This design comes from an exercise in tuning for small area and a short achievable clock period on the open sky130 flow, not from production work. At most, simulation tests tie the RTL to the original design; equivalence was not proved. No functional check of the RTL was part of runs 1 to 3 and 7. In runs 6 and 7 the design's own scripts or RTL, not TritonCTS, make the clock network. The clock input has no modelled driver; a real chip could not lean on it and would need a root buffer or a full tree. Power and IR drop assume default switching activity.

**config.mk**
```make
export PLATFORM = sky130hd
export DESIGN_NAME = linetest
export DESIGN_NICKNAME = linetest
export VERILOG_FILES = /design/flow/design.v
export SDC_FILE = /design/flow/constraint.sdc
export NUM_CORES = 4
export LEC_CHECK = 0
export CAP_MARGIN = 20
export CORE_MARGIN = 2
export CORE_UTILIZATION = 70
export CTS_CLUSTER_DIAMETER = 60
export CTS_CLUSTER_SIZE = 30
export PLACE_DENSITY = 0.8
export SLEW_MARGIN = 20
```
**constraint.sdc**
```tcl
create_clock -name core_clock -period 5.0 [get_ports {i_clk}]
set_input_delay 1.0000 -clock core_clock [delete_from_list [all_inputs] [get_ports {i_clk}]]
set_output_delay 1.0000 -clock core_clock [all_outputs]
set_load 0.01 [all_outputs]
```
**design.v**
```verilog
`default_nettype	none
module rxuart(i_clk, i_reset, i_uart_rx, o_wr, o_data, o_nl);
	parameter	CLOCKS_PER_BAUD = 24;
	localparam	CW = 6;	 
	localparam	[3:0]	IDLE      = 4'h0;
	localparam	[3:0]	BIT_ZERO  = 4'h1;
	localparam	[3:0]	STOP_BIT  = 4'h9;
	input	wire		i_clk;
	input	wire		i_reset;
	input	wire		i_uart_rx;
	output	reg		o_wr;
	output	reg	[7:0]	o_data;
	output	reg		o_nl;	 
	reg	[3:0]		state;
	reg	[CW-1:0]	baud_counter;
	wire			zero_baud_counter = (baud_counter == 0);
	reg		ck_uart, q_uart;
	always @(posedge i_clk)
	if (i_reset)
		{ ck_uart, q_uart } <= 2'b11;
	else
		{ ck_uart, q_uart } <= { q_uart, i_uart_rx };
	always @(posedge i_clk)
	if (i_reset)
	begin
		state <= IDLE;
		baud_counter <= 0;
	end else if (state == IDLE)
	begin
		if (!ck_uart)
		begin
			state <= BIT_ZERO;
			baud_counter <= CLOCKS_PER_BAUD+CLOCKS_PER_BAUD/2-1;
		end
	end else if (zero_baud_counter)
	begin
		if (state == STOP_BIT)
			state <= IDLE;
		else begin
			state <= state + 1'b1;
			baud_counter <= CLOCKS_PER_BAUD-1;
		end
	end else
		baud_counter <= baud_counter - 1'b1;
	always @(posedge i_clk)
	if (zero_baud_counter && state != STOP_BIT)
		o_data <= { ck_uart, o_data[7:1] };
	always @(posedge i_clk)
		o_nl <= (o_data == 8'h0a) || (o_data == 8'h0d);
	always @(posedge i_clk)
	if (i_reset)
		o_wr <= 1'b0;
	else
		o_wr <= (zero_baud_counter && state == STOP_BIT);
endmodule
`default_nettype	none
module sfifo(i_clk, i_reset, i_wr, i_data, i_nl, o_fill, o_ne, o_full,
		i_rd, o_data, o_nl);
	input	wire		i_clk;
	input	wire		i_reset;
	input	wire		i_wr;	 
	input	wire	[7:0]	i_data;
	input	wire		i_nl;	 
	output	reg	[8:0]	o_fill;
	output	reg		o_ne;	 
	output	wire		o_full;
	input	wire		i_rd;	 
	output	reg	[7:0]	o_data;
	output	reg		o_nl;	 
	assign	o_full = o_fill[8];
	wire	fill_is1 = (o_fill == 9'd1);
	wire	fill_is0 = !o_ne;
	wire	[8:0]	fill_inc = o_fill + 1'b1;
	wire	[8:0]	fill_dec = o_fill - 1'b1;
	always @(posedge i_clk)
	if (i_reset)
		o_fill <= 0;
	else if (i_wr && !i_rd)
		o_fill <= fill_inc;
	else if (!i_wr && i_rd)
		o_fill <= fill_dec;
	always @(posedge i_clk)
	if (i_reset)
		o_ne <= 1'b0;
	else if (i_wr)
		o_ne <= 1'b1;
	else if (i_rd && fill_is1)
		o_ne <= 1'b0;
	reg	[7:0]	wl, tg;
	always @(posedge i_clk)
	if (i_reset)
		wl <= 8'hff;
	else if (i_wr)
		wl <= wl + 1'b1;
	always @(posedge i_clk)
	if (i_reset)
		tg <= 8'h01;
	else if (i_rd)
		tg <= tg + 1'b1;
	reg	[6:0]	pos;
	always @(posedge i_clk)
		pos <= pos + 1'b1;
	reg		pend_v;
	reg	[7:0]	pend_d;
	wire		commit  = pend_v && (pos == wl[7:1]);
	wire		commit0 = commit && !wl[0];
	wire		commit1 = commit &&  wl[0];
	always @(posedge i_clk)
	if (i_reset)
		pend_v <= 1'b0;
	else if (i_wr)
		pend_v <= 1'b1;
	else if (commit)
		pend_v <= 1'b0;
	always @(posedge i_clk)
	if (i_wr)
		pend_d <= i_data;
	reg	[1023:0]	ring0, ring1;
	wire	[7:0]	port0 = commit0 ? pend_d : ring0[1023:1016];
	wire	[7:0]	port1 = commit1 ? pend_d : ring1[1023:1016];
	always @(posedge i_clk)
	begin
		ring0 <= { ring0[1015:0], port0 };
		ring1 <= { ring1[1015:0], port1 };
	end
	reg	[7:0]	nxt;
	reg		nxt_nl, nxt_v;
	wire		fetch = !nxt_v && (pos == tg[7:1]);
	wire	[7:0]	fetch_d = tg[0] ? port1 : port0;
	wire		wr_head = i_wr && (i_rd ? fill_is1 : fill_is0);
	wire		wr_nxt  = i_wr && !i_rd && fill_is1;
	always @(posedge i_clk)
	if (wr_head)
		{ o_nl, o_data } <= { i_nl, i_data };
	else if (i_rd)
		{ o_nl, o_data } <= { nxt_nl, nxt };
	always @(posedge i_clk)
	if (wr_nxt)
		{ nxt_nl, nxt } <= { i_nl, i_data };
	else if (fetch)
		{ nxt_nl, nxt } <= { (fetch_d == 8'h0a) || (fetch_d == 8'h0d),
					fetch_d };
	always @(posedge i_clk)
	if (i_reset)
		nxt_v <= 1'b0;
	else if (wr_nxt)
		nxt_v <= 1'b1;
	else if (i_rd)
		nxt_v <= 1'b0;
	else if (fetch)
		nxt_v <= 1'b1;
endmodule
`default_nettype	none
module txuart(i_clk, i_reset, i_wr, i_data, o_uart_tx, o_busy);
	parameter	CLOCKS_PER_BAUD = 24;
	localparam	CW = 5;	 
	input	wire		i_clk;
	input	wire		i_reset;
	input	wire		i_wr;
	input	wire	[7:0]	i_data;
	output	wire		o_uart_tx;
	output	reg		o_busy;
	localparam [3:0] START	= 4'h0,
		LAST		= 4'h8,
		IDLE		= 4'hf;
	reg	[CW-1:0]	counter;
	reg	[3:0]	state;
	reg	[8:0]	lcl_data;
	reg		baud_stb;
	wire	start = i_wr && !o_busy;
	always @(posedge i_clk)
	if (i_reset)
		{ o_busy, state } <= { 1'b0, IDLE };
	else if (start)
		{ o_busy, state } <= { 1'b1, START };
	else if (baud_stb)
	begin
		if (state == IDLE)
			o_busy <= 1'b0;
		else if (state < LAST)
			state <= state + 1'b1;
		else
			state <= IDLE;
	end
	always @(posedge i_clk)
	if (i_reset)
		lcl_data <= 9'h1ff;
	else if (start)
		lcl_data <= { i_data, 1'b0 };
	else if (baud_stb)
		lcl_data <= { 1'b1, lcl_data[8:1] };
	assign	o_uart_tx = lcl_data[0];
	always @(posedge i_clk)
	if (i_reset)
	begin
		counter  <= 0;
		baud_stb <= 1'b1;
	end else if (start)
	begin
		counter  <= CLOCKS_PER_BAUD - 1;
		baud_stb <= 1'b0;
	end else if (!baud_stb)
	begin
		baud_stb <= (counter == 1);
		counter  <= counter - 1'b1;
	end else if (state != IDLE)
	begin
		counter <= CLOCKS_PER_BAUD - 1;
		baud_stb <= 1'b0;
	end
endmodule
`default_nettype	none
module	linetest(i_clk, i_reset, i_uart_rx, o_uart_tx);
	parameter 		CLOCKS_PER_BAUD = 24;
	input	wire		i_clk;
	input	wire		i_reset;
	input	wire		i_uart_rx;
	output	wire		o_uart_tx;
	wire		rx_stb, rx_nl, tx_busy, fifo_ne, fifo_full, head_nl;
	wire	[7:0]	rx_data, tx_data;
	wire	[8:0]	fifo_fill;
	reg	[7:0]	line_count;
	reg		run_tx;
	rxuart	#(.CLOCKS_PER_BAUD(CLOCKS_PER_BAUD))
		receiver(i_clk, i_reset, i_uart_rx, rx_stb, rx_data, rx_nl);
	wire	tx_stb  = run_tx && fifo_ne;
	wire	fifo_rd = tx_stb && !tx_busy;
	wire	fifo_wr = rx_stb && !fifo_full;
	sfifo	fifo(i_clk, i_reset, fifo_wr, rx_data, rx_nl, fifo_fill,
			fifo_ne, fifo_full, fifo_rd, tx_data, head_nl);
	wire		fill_ge80 = fifo_fill >= 9'd80;
	wire	[7:0]	count_dec = line_count - 1'b1;
	wire		count_is1 = (line_count == 8'd1);
	always @(posedge i_clk)
	if (i_reset)
	begin
		run_tx <= 1'b0;
		line_count <= 0;
	end else if (rx_stb && rx_nl)
	begin
		run_tx <= 1'b1;
		line_count <= fifo_fill[7:0];
	end else if (!run_tx)
	begin
		if (fill_ge80)
		begin
			run_tx <= 1'b1;
			line_count <= 80;
		end else if (fifo_ne && head_nl)
		begin
			run_tx <= 1'b1;
			line_count <= 1;
		end
	end else if (fifo_rd) begin
		line_count <= count_dec;
		if (count_is1)
			run_tx <= 0;
	end
	txuart	#(.CLOCKS_PER_BAUD(CLOCKS_PER_BAUD))
		transmitter(i_clk, i_reset, tx_stb, tx_data, o_uart_tx, tx_busy);
endmodule
```
**run.sh**
```bash
#!/bin/bash
# synth_recipe.tcl (not shown) runs the flow's synth.tcl, then flattens the netlist and writes it again
# the make line also repeats each setting of config.mk as NAME=value (left out here)
make -C /OpenROAD-flow-scripts/flow DESIGN_CONFIG=/design/flow/config.mk WORK_HOME=/design/flow/orfs CLKGATE_MAP_FILE= SYNTH_SCRIPT=/design/flow/synth_recipe.tcl finish
```
==> impl_metrics.toml, run 1 <==
[synthesis]
synth_top_family_by_area = "simple AND/OR/NAND/NOR gates"
ys_types = 57
synthFlopType = "dfxtp_1"
synth_compound_area_frac = 0.0117
synthXorXnorAreaFrac = 0.00846
synth_cells = 2629
synthArstFlopShare = 0
syn_nets = 2650
synth.ff_latch_count = 2160
synth-simple-area-share = 0.0259
yosys.area_share.adder = 0.00483
syn_area_um2 = 46600
muxShareOfSynthArea = 0.00972
yosys_warnings = 4
synth-seq-area-share = 0.935
synth_edf_count = 34
avgSynthCellArea_um2 = 17.7

[critical_path]
worst-r2r-cell-count = 6
rr_endpoint = "fifo.nxt[1]$_DFFE_PP_"
cp.arrival_ns = 3.42
path_common_cell = "nand2_1"
cp-start-kind = "flop"
endpoint = "fifo.nxt[1]$_DFFE_PP_"
critPathCaptureType = "flop"
rrSetupSlack_ns = 1.87
startpoint = "run_tx$_SDFF_PP0_"
worst-setup-path-type = "reg -> reg"
path_cells = "nand2_1, nor2_1, inv_1, ha_1, nand2_1, o21ai_1"
path_delay_family = "buffers and inverters"
path_depth = 6
cpPeakStageDelay_ns = 0.70
timing.rr.start = "run_tx$_SDFF_PP0_"
slowest_stage = "inv_1"
critical_path_required_ns = 5.28
crit_buf_inv = 1
crit_fanout = 29

[timing]
clock_skew_ns = 0.0274
setup_viol = 0
rsz0062_at_grt = "false"
setup_tns_ns = 0
setup_ws_ns = 1.87
max_freq_mhz = 319
slew_viol_final = 0
slew_headroom = 0.353
finalCritPeriodShare = 0.627
hold_viol_final = 0
min_period_ns = 3.13
tightestPinTransition_ns = 0.969

[clock_network]
cts-root-buf = "clkbuf_16"
hold_buffers = 0
h-tree-depth = 3
clkTransAtPathRegs_ns = 0.11
cts_buffer_depth = 3
cts_tree = "done"
post_cts_buffers = 0
cts.sinks = 2160
insertion_delay_ns = 0.67
cts_buffers = 86
cts_resized = 0

[power]
p_leak_nw = 20.0
ir_worst_vdd_v = 0.000392
p_per_area_nw_per_um2 = 519

[global_routing]
antenna_found_initial = 3
grt_pass1_vias = 18200
grt_first_pass_wirelength_um = 106000
grt_max_degree = 41
grt_overflow = 0
grt.total_usage = 0.206

[worst_hold_path]
hp-class = "reg -> reg"

[drt]
dr.max_layer_used = "met5"
viasPerCell = 4.67
wl_met3_um = 1880
wl_met1_um = 30200
totalWireLength_um = 68700
dr_wl_met2_um = 35100
drtIter0Drc = 950
wl_per_cell_um = 19.2
vias = 16700
drc_errors = 0
drt_pre_antenna_iters = 5
drtAntennaViolNets = 0

[place]
gp_congestion = 0.716
io_buffers = 3
pre_cts_ws_ns = 1.95
dp_hpwl_um = 33700
placed_area_um2 = 47600

[floorplanning]
die_x_um = 262
dieArea_um2 = 68600
num_rows = 94
initial_core_util = 0.707
die_h_um = 262
core_um2 = 65900
pin_count = 4

[layout]
final_net_count = 2718
layout-drive-gt1-share = 0.0556
area_delta_synth_final_pct = 7.62
layout_commonest_cell = "dfxtp_1"
antennaDiodeCount = 0
design_area_um2 = 50100
multi_input_area_um2 = 2830
register_area_um2 = 43600
fill_cells = 3342
final_cell_mix = "dfxtp_1 (2126), clkbuf_16 (87), nand2_1 (62)"

[run_status]
status = "complete, no violations"

[run]
maxCapViolCount = 0
worst min-delay path by stage:
stage / slack (ns) / depth (start not counted) / start / end
2_1_floorplan: 0.31 / 0 / fifo.ring0[992]$_DFF_P_ / fifo.ring0[1000]$_DFF_P_
3_3_place_gp: 0.31 / 0 / fifo.ring1[465]$_DFF_P_ / fifo.ring1[473]$_DFF_P_
3_5_place_dp: 0.31 / 0 / fifo.ring0[561]$_DFF_P_ / fifo.ring0[569]$_DFF_P_
4_1_cts: 0.32 / 0 / fifo.ring1[294]$_DFF_P_ / fifo.ring1[302]$_DFF_P_
5_1_grt: 0.33 / 0 / fifo.ring1[294]$_DFF_P_ / fifo.ring1[302]$_DFF_P_
6_report: 0.32 / 0 / fifo.ring1[294]$_DFF_P_ / fifo.ring1[302]$_DFF_P_
power by group:
group / internal [mW] / switching, mW
Clock: 3.33 / 5.04
Combinational: 0.0913 / 0.130
Sequential: 17.3 / 0.0988
state kept, by name, indices dropped and copies added, names as in the netlist, 4 cells and up:
name                   cells
fifo.nxt                   8
fifo.o_data                8
fifo.o_fill                9
fifo.pend_d                8
fifo.pos                   7
fifo.ring0              1024
fifo.ring1              1024
fifo.tg                    8
fifo.wl                    8
line_count                 8
receiver.baud_counter      6
receiver.o_data            8
receiver.state             4
transmitter.counter        5
transmitter.lcl_data       9
transmitter.state          4
synth_stat cells (19+ instances only):
library cell / instances / area, µm²
mux2i_1: 19 / 190
o21ai_0: 22 / 110
nor2_1: 50 / 188
inv_1: 23 / 86.3
edfxtp_1: 34 / 1020
clkbuf_1: 22 / 82.6
xor2_1: 27 / 236
a21oi_1: 28 / 140
nor3_1: 20 / 100
nand2_1: 62 / 233
dfxtp_1: 2126 / 42600
logic make-up (layout without fill, tap and decap cells):
kind of cell | count (synthesis) | count (layout)
DFF | 2160 | 2160
xor gates and xnor gates | 45 | 45
and+or+nand+nor | 227 | 227
AOI/OAI and AO/OA | 88 | 88
buffers and inverters | 50 | 139
adders and majority gates | 18 | 18
muxes | 41 | 41
metrics by stage:
stage | util | total power, mW | instances | hold slack, ns
2_1_floorplan | - | 17.9 | 2629 | 0.310
3_3_place_gp | 0.723 | 18.0 | 3473 | 0.311
3_5_place_dp | 0.723 | 18.0 | 3473 | 0.312
4_1_cts | 0.761 | 26.1 | 3582 | 0.325
5_1_grt | 0.761 | 26.7 | 3582 | 0.325
6_report | 0.761 | 26.0 | 3582 | 0.320
area by class of cell:
cell class,count,area share
clock buffers,94,0.0445
clock inverters,15,0.00561
inverters,24,0.00180
multi-input cells,419,0.0564
flip-flops and latches,2160,0.869
well taps,864,0.0216
repair buffers,6,0.000948
metal layers:
layer,up-vias,GRT usage
li1,8361,-
met1,8033,0.266
met2,222,0.366
met3,117,0.0333
met4,2,0.0554
met5,-,0
==> run 2: changes to the inputs <==
--- a/config.mk
+++ b/config.mk
@@ -11,4 +11,5 @@
 export CTS_CLUSTER_DIAMETER = 60
 export CTS_CLUSTER_SIZE = 30
 export PLACE_DENSITY = 0.8
+export SETUP_SLACK_MARGIN = 2.5
 export SLEW_MARGIN = 20
==> impl_metrics.toml, run 2 <==
[run_status]
status = "complete, no violations"

[synthesis]
synth.ff_latch_count = 2160
synth_edf_count = 34
syn_nets = 2650
yosys_warnings = 4
ys_types = 57
synthArstFlopShare = 0
synth.most_common_cell = "dfxtp_1"
synth-seq-area-share = 0.935
synth_cells = 2629
synth_area_leader_cell = "dfxtp_1"
synthTopCellsByCount = "dfxtp_1 (2126), nand2_1 (62), nor2_1 (50)"
synthFlopType = "dfxtp_1"
avgSynthCellArea_um2 = 17.7
syn_area_um2 = 46600
synth_top_cell_area_share = 0.913
yosys-top-cells-area = "dfxtp_1 (91%), edfxtp_1 (2.2%), xor2_1 (0.51%)"

[critical_path]
cp.arrival_ns = 2.86
path_cells = "xor2_4, nor4b_4, nand3_4, mux2i_4, mux2i_1, and2b_1, a21o_1, a32o_1"
rrSetupSlack_ns = 2.55
critPathCaptureType = "flop"
slowest_stage = "dfxtp_4"
rr_endpoint = "fifo.nxt_nl$_DFFE_PP_"
cpPeakStageDelay_ns = 0.39
path_delay_family = "simple AND/OR/NAND/NOR gates"
worst-r2r-cell-count = 8
crit_fanout = 8
cp-start-kind = "flop"
crit_buf_inv = 0
critical_path_required_ns = 5.41
timing.rr.start = "fifo.wl[3]$_SDFFE_PP1P_"
worst-setup-path-type = "reg -> reg"

[floorplanning]
core_um2 = 65900
die_x_um = 262
num_rows = 94
initial_core_util = 0.707
die_h_um = 262
dieArea_um2 = 68600
pin_count = 4

[clock_network]
h-tree-depth = 3
cts_buffer_depth = 3
cts-root-buf = "clkbuf_16"
cts_tree = "done"
clkTransAtPathRegs_ns = 0.11
cts_buffers = 86
cts.sinks = 2160
insertion_delay_ns = 0.66

[place]
io_buffers = 3
dp_hpwl_um = 32800
placed_area_um2 = 47600
pre_cts_ws_ns = 1.96
placedCellCount = 3473
gp_congestion = 0.767

[worst_hold_path]
hp-class = "reg -> reg"
hold_path_end = "fifo.ring0[256]$_DFF_P_"
hold_path_depth = 0
hold_path.startpoint = "fifo.ring0[248]$_DFF_P_"

[drt]
totalWireLength_um = 67600
drtAntennaViolNets = 0
drtIter0Drc = 1072
wl_per_cell_um = 18.8
drt_pre_antenna_iters = 5
vias = 16800
drc_errors = 0
viasPerCell = 4.68

[run]
maxCapViolCount = 0

[timing]
tightestPinTransition_ns = 0.846
setup_ws_ns = 2.55
clock_skew_ns = 0.0227
holdWs_ns = 0.324
slew_headroom = 0.436
setup_tns_ns = 0
min_period_ns = 2.45
rsz0062_at_grt = "true"
max_freq_mhz = 409
setup_viol = 0
finalCritPeriodShare = 0.489
slew_viol_final = 0
hold_viol_final = 0

[layout]
layout-drive-gt1-share = 0.0677
instances_no_fill = 3595
finalCoreUtilization = 0.764
area_delta_synth_final_pct = 7.95
top_regs = "fifo.ring0: 1024 flops, fifo.ring1: 1024 flops"
layout_commonest_cell = "dfxtp_1"
final_net_count = 2727
design_area_um2 = 50300
antennaDiodeCount = 0
final_cell_mix = "dfxtp_1 (2118), clkbuf_16 (87), nand2_1 (61)"

[global_routing]
grt_pass1_vias = 18000
grt_first_pass_wirelength_um = 105000
grt.total_usage = 0.203
grt_max_degree = 39
antenna_found_initial = 2
grt_overflow = 0

[power]
p_per_area_nw_per_um2 = 518
ir_worst_vdd_v = 0.000368
p_leak_nw = 20.1
p_total_mw = 26.0
[run 2: worst register-to-register path: cells and delay by family (launching register included)]
kind	cells	cell delay [ns]
AOI/OAI and AO/OA	2	0.38
xor gates and xnor gates	1	0.20
DFF	1	0.39
muxes	2	0.47
and+or+nand+nor	3	0.77
[run 2: layout make-up]
type | count | area, µm²
Inverter | 24 | 91.3
Sequential cell | 2160 | 43600
Clock buffer | 88 | 2180
Clock inverter | 25 | 344
Fill cell | 3366 | 15600
Timing Repair Buffer | 15 | 114
Tap cell | 864 | 1080
Multi-Input combinational cell | 419 | 2890
[run 2: layer usage]
layer	GRT usage	part of all wire	vias to the layer above
met5	0	0	-
met4	0.0523	0.023	0
met3	0.0301	0.024	104
li1	-	-	8413
met1	0.273	0.45	8102
met2	0.348	0.50	206
[run 2: logic make-up after synthesis]
group,after synthesis,share of synthesized area
xor gates and xnor gates,45,0.00846
DFF,2160,0.935
adders and majority gates,18,0.00483
AOI/OAI and AO/OA,88,0.0117
and+or+nand+nor,227,0.0259
buffers and inverters,50,0.00411
muxes,41,0.00972
[run 2: timing repair]
item,4_1_cts,5_1_grt
setup endpoints to repair,38,19
hold buffers,0,0
pin swaps,1,4
endpoints found under the hold margin,0,0
gates resized for setup,5,17
buffers inserted,1,8
[run 2: how the worst max path moves through the flow]
stage	startpoint	to	slack [ns]	cells past startpoint
floorplan	run_tx$_SDFF_PP0_	fifo.nxt[0]$_DFFE_PP_	2.38	9
global placement	run_tx$_SDFF_PP0_	fifo.nxt_nl$_DFFE_PP_	2.04	8
detailed placement	run_tx$_SDFF_PP0_	fifo.nxt_nl$_DFFE_PP_	1.96	8
CTS	fifo.pos[1]$_DFF_P_	fifo.nxt_nl$_DFFE_PP_	2.45	7
global route	fifo.wl[3]$_SDFFE_PP1P_	fifo.nxt_nl$_DFFE_PP_	2.44	8
finish	fifo.wl[3]$_SDFFE_PP1P_	fifo.nxt_nl$_DFFE_PP_	2.55	8
[run 2: where the power goes]
part	switching (mW)	internal [mW]	leakage (nW)	total (mW)
Combinational	0.142	0.0920	1.43	0.234
Sequential	0.105	17.3	17.4	17.4
Clock	5.01	3.37	1.22	8.38
==> run 3: changes to the inputs <==
--- a/config.mk
+++ b/config.mk
@@ -11,5 +11,5 @@
 export CTS_CLUSTER_DIAMETER = 60
 export CTS_CLUSTER_SIZE = 30
 export PLACE_DENSITY = 0.8
-export SETUP_SLACK_MARGIN = 2.5
+export SETUP_SLACK_MARGIN = 3.0
 export SLEW_MARGIN = 20
==> impl_metrics.toml, run 3 <==
[clock_network]
insertion_delay_ns = 0.67
cts_buffers = 88
clkTransAtPathRegs_ns = 0.11
cts_buffer_depth = 3
h-tree-depth = 3
cts_tree = "done"
hold_buffers = 0
cts-root-buf = "clkbuf_16"
cts.sinks = 2160

[synthesis]
syn_nets = 2650
synth_top_cell_area_share = 0.913
yosys_warnings = 4
synth_edf_count = 34
synthArstFlopShare = 0
synth-seq-area-share = 0.935
synth.most_common_cell = "dfxtp_1"
avgSynthCellArea_um2 = 17.7
yosys-top-cells-area = "dfxtp_1 (91%), edfxtp_1 (2.2%), xor2_1 (0.51%)"
synth.ff_latch_count = 2160
ys_types = 57
syn_area_um2 = 46600
synthTopCellsByCount = "dfxtp_1 (2126), nand2_1 (62), nor2_1 (50)"
synth_area_leader_cell = "dfxtp_1"
synthFlopType = "dfxtp_1"
synth_cells = 2629

[place]
gp_congestion = 0.734
dp_hpwl_um = 33900
io_buffers = 3
pre_cts_ws_ns = 2.49
placedCellCount = 3472

[layout]
antennaDiodeCount = 0
final_cell_mix = "dfxtp_1 (2105), clkbuf_16 (89), nand2_1 (56)"
layout_commonest_cell = "dfxtp_1"
final_net_count = 2749
layout-drive-gt1-share = 0.0901
top_regs = "fifo.ring0: 1024 flops, fifo.ring1: 1024 flops"
area_delta_synth_final_pct = 9.11
instances_no_fill = 3615

[run]
maxCapViolCount = 0

[drt]
totalWireLength_um = 74800
drtAntennaViolNets = 0
wl_per_cell_um = 20.7
drtIter0Drc = 1230
viasPerCell = 4.80
drt_pre_antenna_iters = 5
vias = 17400
drc_errors = 0

[global_routing]
grt_max_degree = 41
grt_first_pass_wirelength_um = 115000
grt_overflow = 0
antenna_found_initial = 1
grt.total_usage = 0.223
grt_pass1_vias = 19100

[timing]
finalCritPeriodShare = 0.486
max_freq_mhz = 412
setup_viol = 0
min_period_ns = 2.43
setup_ws_ns = 2.57
rsz0062_at_grt = "true"
setup_tns_ns = 0
clock_skew_ns = 0.0336
slew_viol_final = 0
slew_headroom = 0.437
hold_viol_final = 0
tightestPinTransition_ns = 0.844

[floorplanning]
initial_core_util = 0.707
dieArea_um2 = 68600
die_x_um = 262
pin_count = 4
die_h_um = 262
num_rows = 94
core_um2 = 65900

[critical_path]
cp.arrival_ns = 2.86
rrSetupSlack_ns = 2.57
cp-start-kind = "flop"
critPathCaptureType = "flop"
critical_path_required_ns = 5.43
worst-r2r-cell-count = 7
worst-setup-path-type = "reg -> reg"
timing.rr.start = "fifo.pos[1]$_DFF_P_"
crit_fanout = 8
rr_endpoint = "fifo.nxt_nl$_DFFE_PP_"

[worst_hold_path]
hp-class = "reg -> reg"
hold_path_end = "fifo.ring1[56]$_DFF_P_"
hold_path.startpoint = "fifo.ring1[48]$_DFF_P_"
hold_path_depth = 0

[run_status]
status = "complete, no violations"

[power]
ir_worst_vdd_v = 0.000495
p_per_area_nw_per_um2 = 517
p_leak_nw = 20.3
p_total_mw = 26.3
[run 3: cell counts after synthesis]
Identical to the previous run, type by type.
[run 3: kinds of logic after synthesis]
family,after synthesis,share of synthesized area
AOI/OAI and AO/OA,88,0.0117
xor gates and xnor gates,45,0.00846
adders and majority gates,18,0.00483
buffers and inverters,50,0.00411
DFF,2160,0.935
muxes,41,0.00972
and+or+nand+nor,227,0.0259
[run 3: layout make-up]
cell class / instances / area, µm²
inverter: 24 / 108
clock buffer: 92 / 2240
multi-input combinational: 421 / 3130
clock inverter: 21 / 370
timing repair buffer: 32 / 273
fill: 3203 / 15000
tap: 864 / 1080
timing repair inverter: 1 / 8.76
sequential: 2160 / 43600
[run 3: layer usage]
layer  global-route usage  share of wire
met1                0.287           0.43
met2                0.398           0.51
met3               0.0310          0.029
met4               0.0636          0.029
met5                    0              0
[run 3: how the worst max path moves through the flow]
stage                            startpoint                    end  slack [ns]  depth (start not counted)
floorplan               fifo.pos[1]$_DFF_P_  fifo.nxt_nl$_DFFE_PP_        2.71                          7
global placement        fifo.pos[0]$_DFF_P_  fifo.nxt_nl$_DFFE_PP_        2.54                          7
detailed placement      fifo.pos[0]$_DFF_P_  fifo.nxt_nl$_DFFE_PP_        2.49                          8
CTS                 fifo.wl[1]$_SDFFE_PP1P_  fifo.nxt_nl$_DFFE_PP_        2.56                          7
global route            fifo.pos[1]$_DFF_P_  fifo.nxt_nl$_DFFE_PP_        2.50                          8
finish                  fifo.pos[1]$_DFF_P_  fifo.nxt_nl$_DFFE_PP_        2.57                          7
[run 3: metrics by stage]
stage	cell area, µm²	util	hold slack, ns
2_1_floorplan	46700	-	0.310
3_3_place_gp	47700	0.724	0.310
3_5_place_dp	47700	0.724	0.312
4_1_cts	50600	0.768	0.322
5_1_grt	50800	0.772	0.325
6_report	50800	0.772	0.324
[run 3: critical path, cell delays in order, from the launching register on]
cell and delay (ns):
dfxtp_4 0.38, xor2_4 0.20, nor4_4 0.37, nand3_4 0.22, mux2_4 0.37, mux2_4 0.28
nor4b_4 0.13, a32o_1 0.25
[run 3: repair_timing]
item / CTS / global route
cloned: 0 / 3
setup buffers: 12 / 15
pin swaps: 10 / 11
endpoints found under the setup margin: 65 / 46
gates resized for setup: 45 / 37
[run 3: report_power, final]
group	switching, mW	internal [mW]	total, mW
Clock	5.18	3.44	8.62
Sequential	0.103	17.3	17.4
Combinational	0.164	0.0984	0.262
==> run 4: changes to the inputs <==
--- a/design.v
+++ b/design.v
@@ -98,13 +98,24 @@
 	else if (i_rd)
 		tg <= tg + 1'b1;
 	reg	[6:0]	pos;
-	always @(posedge i_clk)
-		pos <= pos + 1'b1;
+	wire	[6:0]	pos_inc = pos + 1'b1;
+	always @(posedge i_clk)
+		pos <= pos_inc;
 	reg		pend_v;
 	reg	[7:0]	pend_d;
-	wire		commit  = pend_v && (pos == wl[7:1]);
-	wire		commit0 = commit && !wl[0];
-	wire		commit1 = commit &&  wl[0];
+	reg		pend_nl;
+	reg		commit0, commit1;
+	wire		commit = commit0 || commit1;
+	wire		wmatch = !i_wr && pend_v && (pos_inc == wl[7:1]);
+	always @(posedge i_clk)
+	if (i_reset)
+	begin
+		commit0 <= 1'b0;
+		commit1 <= 1'b0;
+	end else begin
+		commit0 <= wmatch && !wl[0];
+		commit1 <= wmatch &&  wl[0];
+	end
 	always @(posedge i_clk)
 	if (i_reset)
 		pend_v <= 1'b0;
@@ -114,7 +125,7 @@
 		pend_v <= 1'b0;
 	always @(posedge i_clk)
 	if (i_wr)
-		pend_d <= i_data;
+		{ pend_nl, pend_d } <= { i_nl, i_data };
 	reg	[1023:0]	ring0, ring1;
 	wire	[7:0]	port0 = commit0 ? pend_d : ring0[1023:1016];
 	wire	[7:0]	port1 = commit1 ? pend_d : ring1[1023:1016];
@@ -123,10 +134,19 @@
 		ring0 <= { ring0[1015:0], port0 };
 		ring1 <= { ring1[1015:0], port1 };
 	end
+	reg		ring0_nl, ring1_nl;
+	always @(posedge i_clk)
+	begin
+		ring0_nl <= (ring0[1015:1008] == 8'h0a) || (ring0[1015:1008] == 8'h0d);
+		ring1_nl <= (ring1[1015:1008] == 8'h0a) || (ring1[1015:1008] == 8'h0d);
+	end
+	wire	port0_nl = commit0 ? pend_nl : ring0_nl;
+	wire	port1_nl = commit1 ? pend_nl : ring1_nl;
 	reg	[7:0]	nxt;
 	reg		nxt_nl, nxt_v;
-	wire		fetch = !nxt_v && (pos == tg[7:1]);
-	wire	[7:0]	fetch_d = tg[0] ? port1 : port0;
+	reg		fetch;
+	wire	[7:0]	fetch_d  = tg[0] ? port1 : port0;
+	wire		fetch_nl = tg[0] ? port1_nl : port0_nl;
 	wire		wr_head = i_wr && (i_rd ? fill_is1 : fill_is0);
 	wire		wr_nxt  = i_wr && !i_rd && fill_is1;
 	always @(posedge i_clk)
@@ -138,8 +158,13 @@
 	if (wr_nxt)
 		{ nxt_nl, nxt } <= { i_nl, i_data };
 	else if (fetch)
-		{ nxt_nl, nxt } <= { (fetch_d == 8'h0a) || (fetch_d == 8'h0d),
-					fetch_d };
+		{ nxt_nl, nxt } <= { fetch_nl, fetch_d };
+	always @(posedge i_clk)
+	if (i_reset)
+		fetch <= 1'b0;
+	else
+		fetch <= !i_rd && !wr_nxt && !fetch && !nxt_v
+				&& (pos_inc == tg[7:1]);
 	always @(posedge i_clk)
 	if (i_reset)
 		nxt_v <= 1'b0;
--- a/config.mk
+++ b/config.mk
@@ -5,6 +5,7 @@
 export SDC_FILE = /design/flow/constraint.sdc
 export NUM_CORES = 4
 export LEC_CHECK = 0
+export ABC_AREA = 1
 export CAP_MARGIN = 20
 export CORE_MARGIN = 2
 export CORE_UTILIZATION = 70
==> impl_metrics.toml, run 4 <==
[power]
power_frac_seq = 0.651
clkPwrFrac = 0.325
p_int_mw = 21.2
power_switching_mw = 5.76
p_per_area_nw_per_um2 = 529
ir_worst_vdd_v = 0.000391
p_total_mw = 26.9
pwr-share-comb = 0.025
p_leak_nw = 20.4
swShare = 0.214

[synthesis]
synth-seq-area-share = 0.929
synthArstFlopShare = 0
synth_edf_count = 35
synth.most_common_cell = "dfxtp_1"
synth_top_cell_area_share = 0.907
synthFlopType = "dfxtp_1"
synth_area_leader_cell = "dfxtp_1"
synth.ff_latch_count = 2166
synth_cells = 2842
syn_area_um2 = 47000
syn_nets = 2863
yosys-top-cells-area = "dfxtp_1 (91%), edfxtp_1 (2.2%), nand2_1 (1.4%)"
ys_types = 42
yosys_warnings = 4
avgSynthCellArea_um2 = 16.6
synthTopCellsByCount = "dfxtp_1 (2131), nand2_1 (178), inv_1 (110)"

[critical_path]
worst-r2r-cell-count = 4
critPathCaptureType = "output pin"
crit_buf_inv = 1
worst-setup-path-type = "reg -> out"
path_cells = "buf_6"
timing.rr.start = "fifo.commit0$_SDFF_PP0_"
rr_endpoint = "fifo.nxt[0]$_DFFE_PP_"
rrSetupSlack_ns = 3.00
critical_path_required_ns = 4.00
path_delay_family = "flip-flops"
startpoint = "transmitter.lcl_data[0]$_SDFFE_PP1P_"
slowest_stage = "dfxtp_2"
cp-start-kind = "flop"
cpPeakStageDelay_ns = 0.36
cp.arrival_ns = 1.12
crit_fanout = 2

[run_status]
status = "complete, no violations"

[layout]
final_cell_mix = "dfxtp_1 (2128), nand2_1 (175), inv_1 (110)"
layout-drive-gt1-share = 0.0623
top_regs = "fifo.ring0: 1024 flops, fifo.ring1: 1024 flops"
antennaDiodeCount = 0
multi_input_area_um2 = 2830
fill_cells = 3415
final_net_count = 2946
register_area_um2 = 43700
layout_commonest_cell = "dfxtp_1"
finalCoreUtilization = 0.762
area_delta_synth_final_pct = 8.24

[timing]
finalCritPeriodShare = 0.424
setup_ws_ns = 2.88
max_freq_mhz = 472
slew_headroom = 0.464
clock_skew_ns = 0.0236
tightestPinTransition_ns = 0.803
rsz0062_at_grt = "true"
min_period_ns = 2.12
hold_viol_final = 0
slew_viol_final = 0
holdWs_ns = 0.321
setup_viol = 0
setup_tns_ns = 0

[clock_network]
cts.sinks = 2166
cts-root-buf = "clkbuf_16"
clkTransAtPathRegs_ns = 0.11
cts_tree = "done"
insertion_delay_ns = 0.67
hold_buffers = 0
cts_buffers = 89
h-tree-depth = 3
cts_buffer_depth = 3

[drt]
drc_errors = 0
viasPerCell = 4.84
drtIter0Drc = 1193
totalWireLength_um = 75000
drtAntennaViolNets = 0
wl_per_cell_um = 19.6
drt_pre_antenna_iters = 7
vias = 18500

[worst_hold_path]
hold_path.startpoint = "fifo.ring1[438]$_DFF_P_"
hold_path_end = "fifo.ring1[446]$_DFF_P_"
hp-class = "reg -> reg"
hold_path_depth = 0

[global_routing]
grt_overflow = 0
grt_first_pass_wirelength_um = 119000
grt_pass1_vias = 20000
grt_max_degree = 40
grt.total_usage = 0.224
antenna_found_initial = 2

[place]
io_buffers = 3
pre_cts_ws_ns = 2.02
dp_hpwl_um = 36400
gp_congestion = 0.840

[floorplanning]
pin_count = 4
num_rows = 95
core_um2 = 66800
die_x_um = 263
die_h_um = 263
dieArea_um2 = 69300
initial_core_util = 0.704

[run]
maxCapViolCount = 0
[run 4: changes by cell type in the layout (fill, tap and decap cells not counted), sizes merged, moves of 14 or more]
cell    delta
a21oi     +15
nand3     +55
nand2    +121
buf       -20
mux2      -22
xor2      -19
o211ai    +17
mux2i     -19
nand2b    -14
inv       +94
o21ai     +57
xnor2     -15
nor2      +14
[run 4: cell families after synthesis]
kind of cell               synth area share
AOI/OAI and AO/OA                    0.0190
xor gates and xnor gates            0.00205
adders and majority gates           0.00479
buffers and inverters                0.0124
DFF                                   0.929
and+or+nand+nor                      0.0326
[run 4: routing by layer]
metal	part of all wire	track usage
met5	0.00033	0
met4	0.039	0.0802
met3	0.042	0.0373
met2	0.50	0.388
met1	0.42	0.285
[run 4: worst max-delay path by stage]
stage | slack [ns] | depth (start not counted) | end
floorplan | 3.09 | 11 | fifo.o_fill[8]$_SDFFE_PP0P_
global placement | 2.23 | 4 | fifo.nxt[0]$_DFFE_PP_
detailed placement | 2.02 | 4 | fifo.nxt[5]$_DFFE_PP_
CTS | 2.85 | 1 | o_uart_tx
global route | 2.84 | 1 | o_uart_tx
finish | 2.88 | 1 | o_uart_tx
[run 4: layout make-up]
cell class,instances,share of cell area
Clock buffer,98,0.0463
Timing Repair Buffer,13,0.00224
Tap cell,873,0.0215
Sequential cell,2166,0.859
Multi-Input combinational cell,532,0.0556
Inverter,123,0.00912
Clock inverter,20,0.00671
[run 4: power groups by stage]
stage,Clock [mW],Combinational (mW),Sequential [mW]
global route,9.42,0.732,17.5
floorplan,0,0.437,17.9
global placement,0,0.512,17.9
detailed placement,0,0.603,17.9
CTS,8.88,0.637,17.5
finish,8.75,0.668,17.5
[run 4: repair_timing]
| action | CTS | global route |
|---|---|---|
| setup endpoints to repair | 40 | 51 |
| resized for setup | 14 | 11 |
| pin swaps | 2 | 3 |
| cloned | 1 | 1 |
| setup buffers | 2 | 6 |
[run 4: metrics by stage]
step                std cells  cell area (µm²)
floorplan                2842            47000
global placement         3697            48100
detailed placement       3697            48100
CTS                      3818            50800
global route             3825            50900
finish                   3825            50900
==> run 5: changes to the inputs <==
--- a/config.mk
+++ b/config.mk
@@ -5,7 +5,6 @@
 export SDC_FILE = /design/flow/constraint.sdc
 export NUM_CORES = 4
 export LEC_CHECK = 0
-export ABC_AREA = 1
 export CAP_MARGIN = 20
 export CORE_MARGIN = 2
 export CORE_UTILIZATION = 70
==> impl_metrics.toml, run 5 <==
[run_status]
status = "complete, no violations"

[layout]
layout_commonest_cell = "dfxtp_1"
finalCoreUtilization = 0.770
fill_cells = 3341
layout-drive-gt1-share = 0.0736
final_net_count = 2768
top_regs = "fifo.ring0: 1024 flops, fifo.ring1: 1024 flops"
instances_no_fill = 3636
antennaDiodeCount = 0
area_delta_synth_final_pct = 8.32
final_cell_mix = "dfxtp_1 (2121), clkbuf_16 (89), nor2_1 (48)"

[clock_network]
cts_tree = "done"
h-tree-depth = 3
cts_buffers = 87
clkTransAtPathRegs_ns = 0.11
insertion_delay_ns = 0.68
cts.sinks = 2166
cts_buffer_depth = 3
cts-root-buf = "clkbuf_16"

[drt]
totalWireLength_um = 72900
wl_met3_um = 2520
drc_errors = 0
drtAntennaViolNets = 0
wl_per_cell_um = 20.0
wl_met1_um = 30400
viasPerCell = 4.84
vias = 17600
drtIter0Drc = 1025
drt_pre_antenna_iters = 5
dr.max_layer_used = "met4"
dr_wl_met2_um = 37800

[synthesis]
synth_area_leader_cell = "dfxtp_1"
synth_cells = 2658
syn_nets = 2679
synth_edf_count = 35
syn_area_um2 = 47000
yosys-top-cells-area = "dfxtp_1 (91%), edfxtp_1 (2.2%), xor2_1 (0.52%)"
synth.most_common_cell = "dfxtp_1"
avgSynthCellArea_um2 = 17.7
synthArstFlopShare = 0
synth.ff_latch_count = 2166
yosys_warnings = 4
synth_top_cell_area_share = 0.908
synthTopCellsByCount = "dfxtp_1 (2131), nor2_1 (49), nand2_1 (44)"
synth-seq-area-share = 0.931
ys_types = 67
synthFlopType = "dfxtp_1"

[critical_path]
critPathCaptureType = "output pin"
crit_fanout = 2
cp-start-kind = "flop"
cpPeakStageDelay_ns = 0.33
path_cells = "buf_6"
critical_path_required_ns = 4.00
path_delay_family = "flip-flops"
crit_buf_inv = 1
slowest_stage = "dfxtp_2"
worst-setup-path-type = "reg -> out"
cp.arrival_ns = 1.09

[place]
gp_congestion = 0.748
dp_hpwl_um = 36200
placedCellCount = 3495
io_buffers = 3

[timing]
max_freq_mhz = 479
rsz0062_at_grt = "true"
finalCritPeriodShare = 0.418
clock_skew_ns = 0.0274
slew_headroom = 0.447
tightestPinTransition_ns = 0.830
setup_viol = 0
setup_tns_ns = 0
min_period_ns = 2.09
slew_viol_final = 0
hold_viol_final = 0

[power]
p_per_area_nw_per_um2 = 515
power_switching_mw = 5.35
clkPwrFrac = 0.325
swShare = 0.204
ir_worst_vdd_v = 0.000384
p_int_mw = 20.9
power_frac_seq = 0.666
p_leak_nw = 20.2
pwr-share-comb = 0.010

[run]
maxCapViolCount = 0

[global_routing]
grt_pass1_vias = 19500
grt_max_degree = 71
grt_overflow = 0
grt.total_usage = 0.217
antenna_found_initial = 4
grt_first_pass_wirelength_um = 114000

[floorplanning]
initial_core_util = 0.711
num_rows = 94
die_x_um = 263
pin_count = 4
core_um2 = 66100
dieArea_um2 = 69200
die_h_um = 263

[worst_hold_path]
hp-class = "reg -> reg"
run 5: cell types whose count changed after synthesis, moves of 15 or more:
| cell | before | now |
|---|---|---|
| o21ai_0 | 54 | 21 |
| nand2b_1 | 0 | 19 |
| inv_1 | 110 | 19 |
| xor2_1 | 8 | 28 |
| nand2_1 | 178 | 44 |
| mux2_2 | 0 | 16 |
| nand3_1 | 64 | 18 |
| mux2i_1 | 0 | 19 |
| a21oi_1 | 43 | 28 |
run 5: area by class of cell:
cell class,count,area [µm²],area share
Tap cell,864,1080,0.0212
Clock buffer,93,2270,0.0447
Sequential cell,2166,43700,0.859
Timing Repair inverter,1,6.26,0.000123
Timing Repair Buffer,31,256,0.00504
Clock inverter,21,304,0.00598
Multi-Input combinational cell,440,3150,0.0618
Inverter,20,82.6,0.00162
run 5: path summary, 6_finish.rpt:
path	from	depth (start not counted)	slack [ns]	to
worst min-delay path	fifo.ring0[360]$_DFF_P_	0	0.32	fifo.ring0[368]$_DFF_P_
worst min register to register	fifo.ring0[360]$_DFF_P_	0	0.32	fifo.ring0[368]$_DFF_P_
worst max-delay path	transmitter.lcl_data[0]$_SDFFE_PP1P_	1	2.91	o_uart_tx
worst max register to register	fifo.o_ne$_SDFFE_PP0P_	8	3.00	fifo.o_fill[6]$_SDFFE_PP0P_
run 5: through the flow:
| step | hold WS [ns] | instance area, µm² | setup slack [ns] | total power, mW |
|---|---|---|---|---|
| final | 0.324 | 50900 | 2.91 | 26.2 |
| after detailed placement | 0.312 | 48000 | 2.31 | 18.1 |
| after floorplan | 0.310 | 47000 | 2.75 | 18.0 |
| after CTS | 0.326 | 50800 | 2.87 | 26.3 |
| after global placement | 0.310 | 48000 | 2.41 | 18.0 |
| after global routing | 0.327 | 50900 | 2.86 | 26.9 |
run 5: metal layers:
layer  vias up  global-route usage
li1       8560                   -
met1      8500               0.272
met2       360               0.387
met3       162              0.0326
met4         0              0.0712
met5         -                   0
run 5: timing repair:
item | CTS | global route
resized for setup | 24 | 22
hold buffers | 0 | 0
setup endpoints to repair | 46 | 19
pin swaps | 5 | 9
setup buffers | 23 | 1
cloned | 3 | 0
run 5: power by group through the flow:
stage	Sequential [mW]	Clock, mW	Combinational [mW]
after detailed placement	17.8	0	0.217
after global routing	17.5	9.20	0.275
after floorplan	17.8	0	0.180
after global placement	17.8	0	0.193
final	17.4	8.51	0.258
after CTS	17.4	8.65	0.242
run 5: cell families after synthesis:
kind of cell    synth area share
xor+xnor                 0.00935
flops                      0.931
simple gates              0.0245
compound gates            0.0155
fa+ha+maj                0.00479
buf+inv                  0.00498
mux                       0.0103
==> run 6: changes to the inputs <==
==> flow/run.sh (new file) <==
#!/bin/bash
# The standard layout (standard.sh), except for the clock tree: in
# place of TritonCTS, flow/pre_cts.tcl builds a two-level tree of
# clkbuf_16s (four roots on the clock port, each driving the leaf buffers
# of its quarter; each leaf drives a compact cluster of at most 30
# flip-flops). The rest of the CTS step (legalisation, timing repair) and
# every other step are ORFS's own.
set -euo pipefail
export PRE_CTS_TCL="$PWD/flow/pre_cts.tcl"
bash standard.sh > standard.log 2>&1
==> flow/pre_cts.tcl (new file) <==
# Sourced by ORFS's cts.tcl (PRE_CTS_TCL) just before clock_tree_synthesis.
# Build a two-level clock tree by hand: leaf clkbuf_16s driving compact
# clusters of flip-flops, and NROOT root clkbuf_16s on the clock port.
proc mt_split {items k} {
  # items: list of {name x y}; split into k spatially compact groups
  if {$k <= 1} { return [list $items] }
  set xs [lmap i $items {lindex $i 1}]
  set ys [lmap i $items {lindex $i 2}]
  set w [expr {[tcl::mathfunc::max {*}$xs] - [tcl::mathfunc::min {*}$xs]}]
  set h [expr {[tcl::mathfunc::max {*}$ys] - [tcl::mathfunc::min {*}$ys]}]
  set idx [expr {$w >= $h ? 1 : 2}]
  set s [lsort -integer -index $idx $items]
  set k1 [expr {$k / 2}]
  set n1 [expr {int(round(double([llength $s]) * $k1 / $k))}]
  return [concat [mt_split [lrange $s 0 [expr {$n1 - 1}]] $k1] \
                 [mt_split [lrange $s $n1 end] [expr {$k - $k1}]]]
}
proc mt_centroid {items} {
  set sx 0; set sy 0
  foreach i $items { set sx [expr {$sx + [lindex $i 1]}]; set sy [expr {$sy + [lindex $i 2]}] }
  set n [llength $items]
  return [list [expr {$sx / $n}] [expr {$sy / $n}]]
}
proc mt_build {clkport leafsize nroot bufcell rootcell} {
  set db [ord::get_db]
  set block [ord::get_db_block]
  set bmaster [$db findMaster $bufcell]
  set rmaster [$db findMaster $rootcell]
  set bterm [$block findBTerm $clkport]
  set clknet [$bterm getNet]
  set sinks {}
  foreach it [$clknet getITerms] {
    set inst [$it getInst]
    set bb [$inst getBBox]
    lappend sinks [list $it [expr {([$bb xMin] + [$bb xMax]) / 2}] [expr {([$bb yMin] + [$bb yMax]) / 2}]]
  }
  set n [llength $sinks]
  set k [expr {int(ceil(double($n) / $leafsize))}]
  puts "MYTREE sinks $n leaves $k roots $nroot"
  set leaves {}
  set li 0
  foreach grp [mt_split $sinks $k] {
    lassign [mt_centroid $grp] cx cy
    set inst [odb::dbInst_create $block $bmaster "clkleaf_$li"]
    $inst setLocation [expr {int($cx)}] [expr {int($cy)}]
    $inst setPlacementStatus PLACED
    set net [odb::dbNet_create $block "clknet_leaf_$li"]
    $net setSigType CLOCK
    [$inst findITerm X] connect $net
    foreach s $grp {
      set it [lindex $s 0]
      $it disconnect
      $it connect $net
    }
    lappend leaves [list $inst $cx $cy]
    incr li
  }
  set ri 0
  foreach grp [mt_split $leaves $nroot] {
    lassign [mt_centroid $grp] cx cy
    set inst [odb::dbInst_create $block $rmaster "clkroot_$ri"]
    $inst setLocation [expr {int($cx)}] [expr {int($cy)}]
    $inst setPlacementStatus PLACED
    set net [odb::dbNet_create $block "clknet_root_$ri"]
    $net setSigType CLOCK
    [$inst findITerm X] connect $net
    foreach s $grp { [[lindex $s 0] findITerm A] connect $net }
    [$inst findITerm A] connect $clknet
    incr ri
  }
  $clknet setSigType CLOCK
}

mt_build i_clk 30 4 sky130_fd_sc_hd__clkbuf_16 sky130_fd_sc_hd__clkbuf_16

# The tree is built: cts.tcl's clock_tree_synthesis call only has to
# switch the timer to propagated clocks.
rename clock_tree_synthesis ""
proc clock_tree_synthesis {args} {
  set_propagated_clock [all_clocks]
}
==> standard.sh (new file) <==
#!/bin/bash
# synth_recipe.tcl (not shown) runs the flow's synth.tcl, then flattens the netlist and writes it again
# the make line also repeats each setting of config.mk as NAME=value (left out here)
make -C /OpenROAD-flow-scripts/flow DESIGN_CONFIG=/design/flow/config.mk WORK_HOME=/design/flow/orfs CLKGATE_MAP_FILE= SYNTH_SCRIPT=/design/flow/synth_recipe.tcl "${@:-finish}"
removed: run.sh
==> impl_metrics.toml, run 6 <==
[clock_network]
hold_buffers = 0
insertion_delay_ns = 0.53
clkTransAtPathRegs_ns = 0.12

[place]
io_buffers = 3
dp_hpwl_um = 36200
gp_congestion = 0.748

[synthesis]
avgSynthCellArea_um2 = 17.7
synthFlopType = "dfxtp_1"
synth_area_leader_cell = "dfxtp_1"
yosys_warnings = 4
synth_cells = 2658
synth_edf_count = 35
syn_nets = 2679
synth-seq-area-share = 0.931
synth_top_cell_area_share = 0.908
ys_types = 67
synthTopCellsByCount = "dfxtp_1 (2131), nor2_1 (49), nand2_1 (44)"
synth.most_common_cell = "dfxtp_1"
synth.ff_latch_count = 2166
yosys-top-cells-area = "dfxtp_1 (91%), edfxtp_1 (2.2%), xor2_1 (0.52%)"
syn_area_um2 = 47000
synthArstFlopShare = 0

[floorplanning]
initial_core_util = 0.711
dieArea_um2 = 69200
pin_count = 4
die_x_um = 263
core_um2 = 66100
num_rows = 94
die_h_um = 263

[timing]
holdWs_ns = 0.294
slew_headroom = 0.452
clock_skew_ns = 0.0471
setup_viol = 0
max_freq_mhz = 500
slew_viol_final = 0
tightestPinTransition_ns = 0.822
finalCritPeriodShare = 0.400
min_period_ns = 2.00
setup_tns_ns = 0
hold_viol_final = 0
rsz0062_at_grt = "true"

[critical_path]
slowest_stage = "or4b_4"
cp.arrival_ns = 2.40
timing.rr.start = "transmitter.o_busy$_SDFFE_PP0P_"
critPathCaptureType = "flop"
rr_endpoint = "fifo.o_fill[6]$_SDFFE_PP0P_"
cp-start-kind = "flop"
crit_buf_inv = 1
worst-r2r-cell-count = 8
cpPeakStageDelay_ns = 0.53
worst-setup-path-type = "reg -> reg"
path_delay_family = "simple AND/OR/NAND/NOR gates"
rrSetupSlack_ns = 3.00
critical_path_required_ns = 5.40
path_cells = "and3b_2, inv_8, ha_4, or4b_4, a21oi_4, o21ai_2, xor2_1, nor2_1"
crit_fanout = 5

[global_routing]
antenna_found_initial = 2
grt.total_usage = 0.203
grt_pass1_vias = 18700
grt_first_pass_wirelength_um = 110000
grt_overflow = 0
grt_max_degree = 71

[power]
ir_worst_vdd_v = 0.000380
power_frac_seq = 0.697
p_int_mw = 20.2
p_total_mw = 25.0
p_per_area_nw_per_um2 = 500
power_switching_mw = 4.81
p_leak_nw = 19.8
pwr-share-comb = 0.009
clkPwrFrac = 0.293
swShare = 0.192

[worst_hold_path]
hold_path_end = "fifo.ring1[130]$_DFF_P_"
hold_path_depth = 0
hp-class = "reg -> reg"
hold_path.startpoint = "fifo.ring1[122]$_DFF_P_"

[drt]
dr_wl_met2_um = 36900
viasPerCell = 4.83
vias = 17300
drt_pre_antenna_iters = 5
wl_met1_um = 29100
dr.max_layer_used = "met5"
wl_met3_um = 2410
drc_errors = 0
totalWireLength_um = 70200
drtAntennaViolNets = 0
wl_per_cell_um = 19.6
drtIter0Drc = 1092

[run_status]
status = "complete, no violations"

[layout]
layout-drive-gt1-share = 0.0550
fill_cells = 3414
top_regs = "fifo.ring0: 1024 flops, fifo.ring1: 1024 flops"
antennaDiodeCount = 0
final_cell_mix = "dfxtp_1 (2122), clkbuf_16 (77), nor2_1 (48)"
area_delta_synth_final_pct = 6.63
final_net_count = 2748
layout_commonest_cell = "dfxtp_1"

[run]
maxCapViolCount = 0
run 6: cell counts after synthesis:
No cell type changed its count.
run 6: routing by layer:
metal  vias to the layer above  track usage
li1                       8495            -
met1                      8374        0.257
met2                       320        0.375
met3                       130       0.0224
met4                         2       0.0449
met5                         -            0
run 6: through the flow:
| step | std cells | area (µm²) | setup slack, ns | utilization |
|---|---|---|---|---|
| 2_1_floorplan | 2658 | 47000 | 2.75 | - |
| 3_3_place_gp | 3495 | 48000 | 2.41 | 0.726 |
| 3_5_place_dp | 3495 | 48000 | 2.31 | 0.726 |
| 4_1_cts | 3585 | 50000 | 2.97 | 0.757 |
| 5_1_grt | 3589 | 50100 | 2.91 | 0.758 |
| 6_report | 3589 | 50100 | 3.00 | 0.758 |
run 6: what timing repair did:
action | CTS | global route
pin swaps | 3 | 4
gates cloned | 2 | 1
gates resized for setup | 19 | 12
setup buffers | 11 | 3
endpoints found under the setup margin | 45 | 38
run 6: power by group through the flow:
stage / clock network, mW / logic, mW / registers (mW)
after detailed placement: 0 / 0.217 / 17.8
after CTS: 7.45 / 0.224 / 17.4
final: 7.34 / 0.235 / 17.4
after global routing: 7.98 / 0.253 / 17.5
after floorplan: 0 / 0.180 / 17.8
after global placement: 0 / 0.193 / 17.8
run 6: logic make-up (layout without fill, tap and decap cells):
group / count (synthesis) / in the layout / share of synthesized area
mux: 45 / 45 / 0.0103
xor+xnor: 47 / 47 / 0.00935
buf+inv: 53 / 119 / 0.00498
compound gates: 112 / 112 / 0.0155
flops: 2166 / 2166 / 0.931
fa+ha+maj: 18 / 18 / 0.00479
simple gates: 217 / 218 / 0.0245
run 6: area by class of cell:
class | instances | area [µm²] | area share
well taps | 864 | 1080 | 0.0216
repair inverters | 1 | 6.26 | 0.000125
inverters | 20 | 82.6 | 0.00165
flip-flops and latches | 2166 | 43700 | 0.873
plain buffers | 77 | 1930 | 0.0385
multi-input cells | 440 | 3090 | 0.0618
repair buffers | 21 | 166 | 0.00332
run 6: worst max path at each step:
stage	from	cells after the start	slack, ns	endpoint
2_1_floorplan	run_tx$_SDFF_PP0_	12	2.75	fifo.o_fill[6]$_SDFFE_PP0P_
3_3_place_gp	run_tx$_SDFF_PP0_	5	2.41	fifo.nxt_nl$_DFFE_PP_
3_5_place_dp	run_tx$_SDFF_PP0_	5	2.31	fifo.nxt[1]$_DFFE_PP_
4_1_cts	transmitter.o_busy$_SDFFE_PP0P_	8	2.97	fifo.o_fill[6]$_SDFFE_PP0P_
5_1_grt	transmitter.o_busy$_SDFFE_PP0P_	8	2.91	fifo.o_fill[8]$_SDFFE_PP0P_
6_report	transmitter.o_busy$_SDFFE_PP0P_	8	3.00	fifo.o_fill[6]$_SDFFE_PP0P_
==> run 7: changes to the inputs <==
--- a/design.v
+++ b/design.v
@@ -1,5 +1,5 @@
 `default_nettype	none
-module rxuart(i_clk, i_reset, i_uart_rx, o_wr, o_data, o_nl);
+module rxuart(i_clk, i_reset, i_uart_rx, o_wr, o_data, o_nl, o_wr_next);
 	parameter	CLOCKS_PER_BAUD = 24;
 	localparam	CW = 6;	 
 	localparam	[3:0]	IDLE      = 4'h0;
@@ -10,6 +10,7 @@
 	input	wire		i_uart_rx;
 	output	reg		o_wr;
 	output	reg	[7:0]	o_data;
+	output	wire		o_wr_next;	 
 	output	reg		o_nl;	 
 	reg	[3:0]		state;
 	reg	[CW-1:0]	baud_counter;
@@ -51,7 +52,8 @@
 	if (i_reset)
 		o_wr <= 1'b0;
 	else
-		o_wr <= (zero_baud_counter && state == STOP_BIT);
+		o_wr <= o_wr_next;
+	assign	o_wr_next = zero_baud_counter && (state == STOP_BIT);
 endmodule
 `default_nettype	none
 module sfifo(i_clk, i_reset, i_wr, i_data, i_nl, o_fill, o_ne, o_full,
@@ -176,15 +178,16 @@
 		nxt_v <= 1'b1;
 endmodule
 `default_nettype	none
-module txuart(i_clk, i_reset, i_wr, i_data, o_uart_tx, o_busy);
+module txuart(i_clk, i_reset, i_start, i_data, o_uart_tx, o_busy, o_done);
 	parameter	CLOCKS_PER_BAUD = 24;
 	localparam	CW = 5;	 
 	input	wire		i_clk;
 	input	wire		i_reset;
-	input	wire		i_wr;
+	input	wire		i_start;	 
 	input	wire	[7:0]	i_data;
 	output	wire		o_uart_tx;
 	output	reg		o_busy;
+	output	wire		o_done;	 
 	localparam [3:0] START	= 4'h0,
 		LAST		= 4'h8,
 		IDLE		= 4'hf;
@@ -192,7 +195,8 @@
 	reg	[3:0]	state;
 	reg	[8:0]	lcl_data;
 	reg		baud_stb;
-	wire	start = i_wr && !o_busy;
+	wire	start = i_start;
+	assign	o_done = baud_stb && (state == IDLE);
 	always @(posedge i_clk)
 	if (i_reset)
 		{ o_busy, state } <= { 1'b0, IDLE };
@@ -241,21 +245,34 @@
 	input	wire		i_reset;
 	input	wire		i_uart_rx;
 	output	wire		o_uart_tx;
-	wire		rx_stb, rx_nl, tx_busy, fifo_ne, fifo_full, head_nl;
+	wire		rx_stb, rx_nl, rx_stb_next, tx_busy, tx_done,
+			fifo_ne, fifo_full, head_nl;
 	wire	[7:0]	rx_data, tx_data;
 	wire	[8:0]	fifo_fill;
 	reg	[7:0]	line_count;
 	reg		run_tx;
 	rxuart	#(.CLOCKS_PER_BAUD(CLOCKS_PER_BAUD))
-		receiver(i_clk, i_reset, i_uart_rx, rx_stb, rx_data, rx_nl);
-	wire	tx_stb  = run_tx && fifo_ne;
-	wire	fifo_rd = tx_stb && !tx_busy;
-	wire	fifo_wr = rx_stb && !fifo_full;
-	sfifo	fifo(i_clk, i_reset, fifo_wr, rx_data, rx_nl, fifo_fill,
-			fifo_ne, fifo_full, fifo_rd, tx_data, head_nl);
+		receiver(i_clk, i_reset, i_uart_rx, rx_stb, rx_data, rx_nl,
+			rx_stb_next);
 	wire		fill_ge80 = fifo_fill >= 9'd80;
 	wire	[7:0]	count_dec = line_count - 1'b1;
 	wire		count_is1 = (line_count == 8'd1);
+	reg	fifo_rd, fifo_wr;
+	always @(posedge i_clk)
+	if (i_reset)
+	begin
+		fifo_rd <= 1'b0;
+		fifo_wr <= 1'b0;
+	end else begin
+		fifo_rd <= !fifo_rd
+			&& ((rx_stb && rx_nl) || run_tx || fill_ge80
+				|| (fifo_ne && head_nl))
+			&& (fifo_wr || fifo_ne)
+			&& !(tx_busy && !tx_done);
+		fifo_wr <= rx_stb_next && !(fifo_full && !fifo_rd);
+	end
+	sfifo	fifo(i_clk, i_reset, fifo_wr, rx_data, rx_nl, fifo_fill,
+			fifo_ne, fifo_full, fifo_rd, tx_data, head_nl);
 	always @(posedge i_clk)
 	if (i_reset)
 	begin
@@ -282,5 +299,6 @@
 			run_tx <= 0;
 	end
 	txuart	#(.CLOCKS_PER_BAUD(CLOCKS_PER_BAUD))
-		transmitter(i_clk, i_reset, tx_stb, tx_data, o_uart_tx, tx_busy);
+		transmitter(i_clk, i_reset, fifo_rd, tx_data, o_uart_tx, tx_busy,
+			tx_done);
 endmodule
==> impl_metrics.toml, run 7 <==
[critical_path]
critical_path_required_ns = 4.00
cpPeakStageDelay_ns = 0.36
worst-setup-path-type = "reg -> out"
crit_fanout = 2
path_cells = "clkbuf_2"
cp-start-kind = "flop"
crit_buf_inv = 1
cp.arrival_ns = 1.02
critPathCaptureType = "output pin"
slowest_stage = "dfxtp_2"
path_delay_family = "flip-flops"
rrSetupSlack_ns = 3.05

[layout]
final_cell_mix = "dfxtp_1 (2121), clkbuf_16 (77), nand2_1 (56)"
area_delta_synth_final_pct = 6.58
layout_commonest_cell = "dfxtp_1"
top_regs = "fifo.ring0: 1024 flops, fifo.ring1: 1024 flops"
instances_no_fill = 3580
final_net_count = 2738
design_area_um2 = 50000
finalCoreUtilization = 0.757
layout-drive-gt1-share = 0.0648

[global_routing]
grt_first_pass_wirelength_um = 107000
grt_max_degree = 48
grt_overflow = 0
antenna_found_initial = 0
grt.total_usage = 0.194
grt_pass1_vias = 18500

[synthesis]
synth.ff_latch_count = 2168
syn_nets = 2679
avgSynthCellArea_um2 = 17.7
synth-seq-area-share = 0.932
synth_top_cell_area_share = 0.909
synthFlopType = "dfxtp_1"
ys_types = 73
yosys_warnings = 4
synth_cells = 2658
synth_area_leader_cell = "dfxtp_1"
synthTopCellsByCount = "dfxtp_1 (2133), nand2_1 (58), nor2_1 (50)"
syn_area_um2 = 47000
synthArstFlopShare = 0
synth.most_common_cell = "dfxtp_1"
synth_edf_count = 35
yosys-top-cells-area = "dfxtp_1 (91%), edfxtp_1 (2.2%), mux2_2 (1.0%)"

[place]
placedCellCount = 3492
io_buffers = 3
pre_cts_ws_ns = 2.06
dp_hpwl_um = 32900
gp_congestion = 0.759
placed_area_um2 = 47900

[floorplanning]
pin_count = 4
num_rows = 94
dieArea_um2 = 69200
die_x_um = 263
core_um2 = 66100
initial_core_util = 0.710
die_h_um = 263

[clock_network]
insertion_delay_ns = 0.52
hold_buffers = 0
clkTransAtPathRegs_ns = 0.11

[timing]
tightestPinTransition_ns = 0.545
rsz0062_at_grt = "true"
slew_viol_final = 0
clock_skew_ns = 0.0277
setup_viol = 0
min_period_ns = 2.02
max_freq_mhz = 494
slew_headroom = 0.636
holdWs_ns = 0.325
hold_viol_final = 0
setup_tns_ns = 0
finalCritPeriodShare = 0.405
setup_ws_ns = 2.98

[power]
ir_worst_vdd_v = 0.000381
p_leak_nw = 19.7
p_per_area_nw_per_um2 = 499
p_total_mw = 25.0

[run]
maxCapViolCount = 0

[drt]
vias = 17000
drt_pre_antenna_iters = 5
totalWireLength_um = 66700
drtAntennaViolNets = 0
drc_errors = 0
drtIter0Drc = 1139
wl_per_cell_um = 18.6
viasPerCell = 4.75

[run_status]
status = "complete, no violations"

[worst_hold_path]
hp-class = "reg -> reg"
==> run 7: cell count changes after synthesis, sizes merged, moves of 5 or more <==
cell / previous run / this run
mux2i: 19 / 13
o21a: 12 / 2
nand3: 19 / 14
nor2b: 6 / 1
mux2: 26 / 42
o21ai: 26 / 34
nand2: 45 / 58
xor2: 28 / 22
nand2b: 19 / 1
clkbuf: 13 / 20
buf: 20 / 14
==> run 7: logic make-up (layout without fill, tap and decap cells) <==
logic type	after synthesis	count (layout)	share of synthesized area
compound gates	118	118	0.0162
xor+xnor	36	36	0.00671
fa+ha+maj	18	18	0.00480
buf+inv	53	110	0.00480
flops	2168	2168	0.932
mux	55	55	0.0128
other cells	0	1	0
simple gates	210	210	0.0229
==> run 7: cell type report <==
cell class	count	area (µm²)
inverter	19	75.1
multi-input combinational	437	3060
fill	3425	16100
sequential	2168	43800
tap	864	1080
buffer	77	1930
antenna	1	2.50
timing repair buffer	14	128
==> run 7: report_power, final <==
| group | switching (mW) | internal [mW] | leakage (nW) | total (mW) |
|---|---|---|---|---|
| Clock | 4.63 | 2.76 | 0.949 | 7.39 |
| Combinational | 0.103 | 0.0625 | 1.24 | 0.166 |
| Sequential | 0.0619 | 17.4 | 17.5 | 17.4 |
| Total | 4.79 | 20.2 | 19.7 | 25.0 |
==> run 7: repair_timing <==
action	4_1_cts	5_1_grt
gates resized for setup	12	20
pin swaps	1	3
buffers inserted	3	7
setup endpoints to repair	86	32
==> run 7: worst paths after layout <==
path                         endpoint                                 start  cells after the start
max                         o_uart_tx  transmitter.lcl_data[0]$_SDFFE_PP1P_                      1
min           fifo.ring1[463]$_DFF_P_               fifo.ring1[455]$_DFF_P_                      0
max reg2reg  fifo.o_data[2]$_DFFE_PP_           fifo.o_fill[8]$_SDFFE_PP0P_                      6
min reg2reg   fifo.ring1[463]$_DFF_P_               fifo.ring1[455]$_DFF_P_                      0
==> run 7: layer usage <==
layer	vias up	GRT usage	part of all wire
met1	8177	0.260	0.44
met5	-	0	0
met4	0	0.0395	0.022
met2	250	0.350	0.51
met3	92	0.0170	0.028
li1	8482	-	-

==> re-timing with driven ports <==
In the flow no input, the clock included, has a driving cell. The finished layouts below were timed again as built, in two steps. Step 1 assumes that a clkbuf_16 drives the clock port and a buf_2 every other input. Step 2, shift: input delay + t, output delay - t, t = (earliest + latest rising clock arrival at the registers) / 2. This alone moves slack from input paths to output paths. Three values: no drivers, after step 1, after step 2; two values: the first two.
run	shift t [ns]	slack for setup (ns)	worst slew at a driven data input, ns
run 1	0.724	1.865 / 1.865 / 1.865	0.03
run 2	0.714	2.553 / 2.553 / 2.532	0.10
run 3	0.720	2.570 / 2.570 / 2.498	0.05
run 4	0.724	2.879 / 2.812 / 2.426	0.04
run 5	0.730	2.910 / 2.847 / 2.673	0.10
run 6	0.639	2.999 / 2.882 / 2.711	0.10
run 7	0.641	2.977 / 2.844 / 2.467	0.03
After both steps setup and hold are still met in every run listed. The setup slack of run 7, which loses most, moves by -0.133 ns with the drivers and by -0.510 ns with both steps.
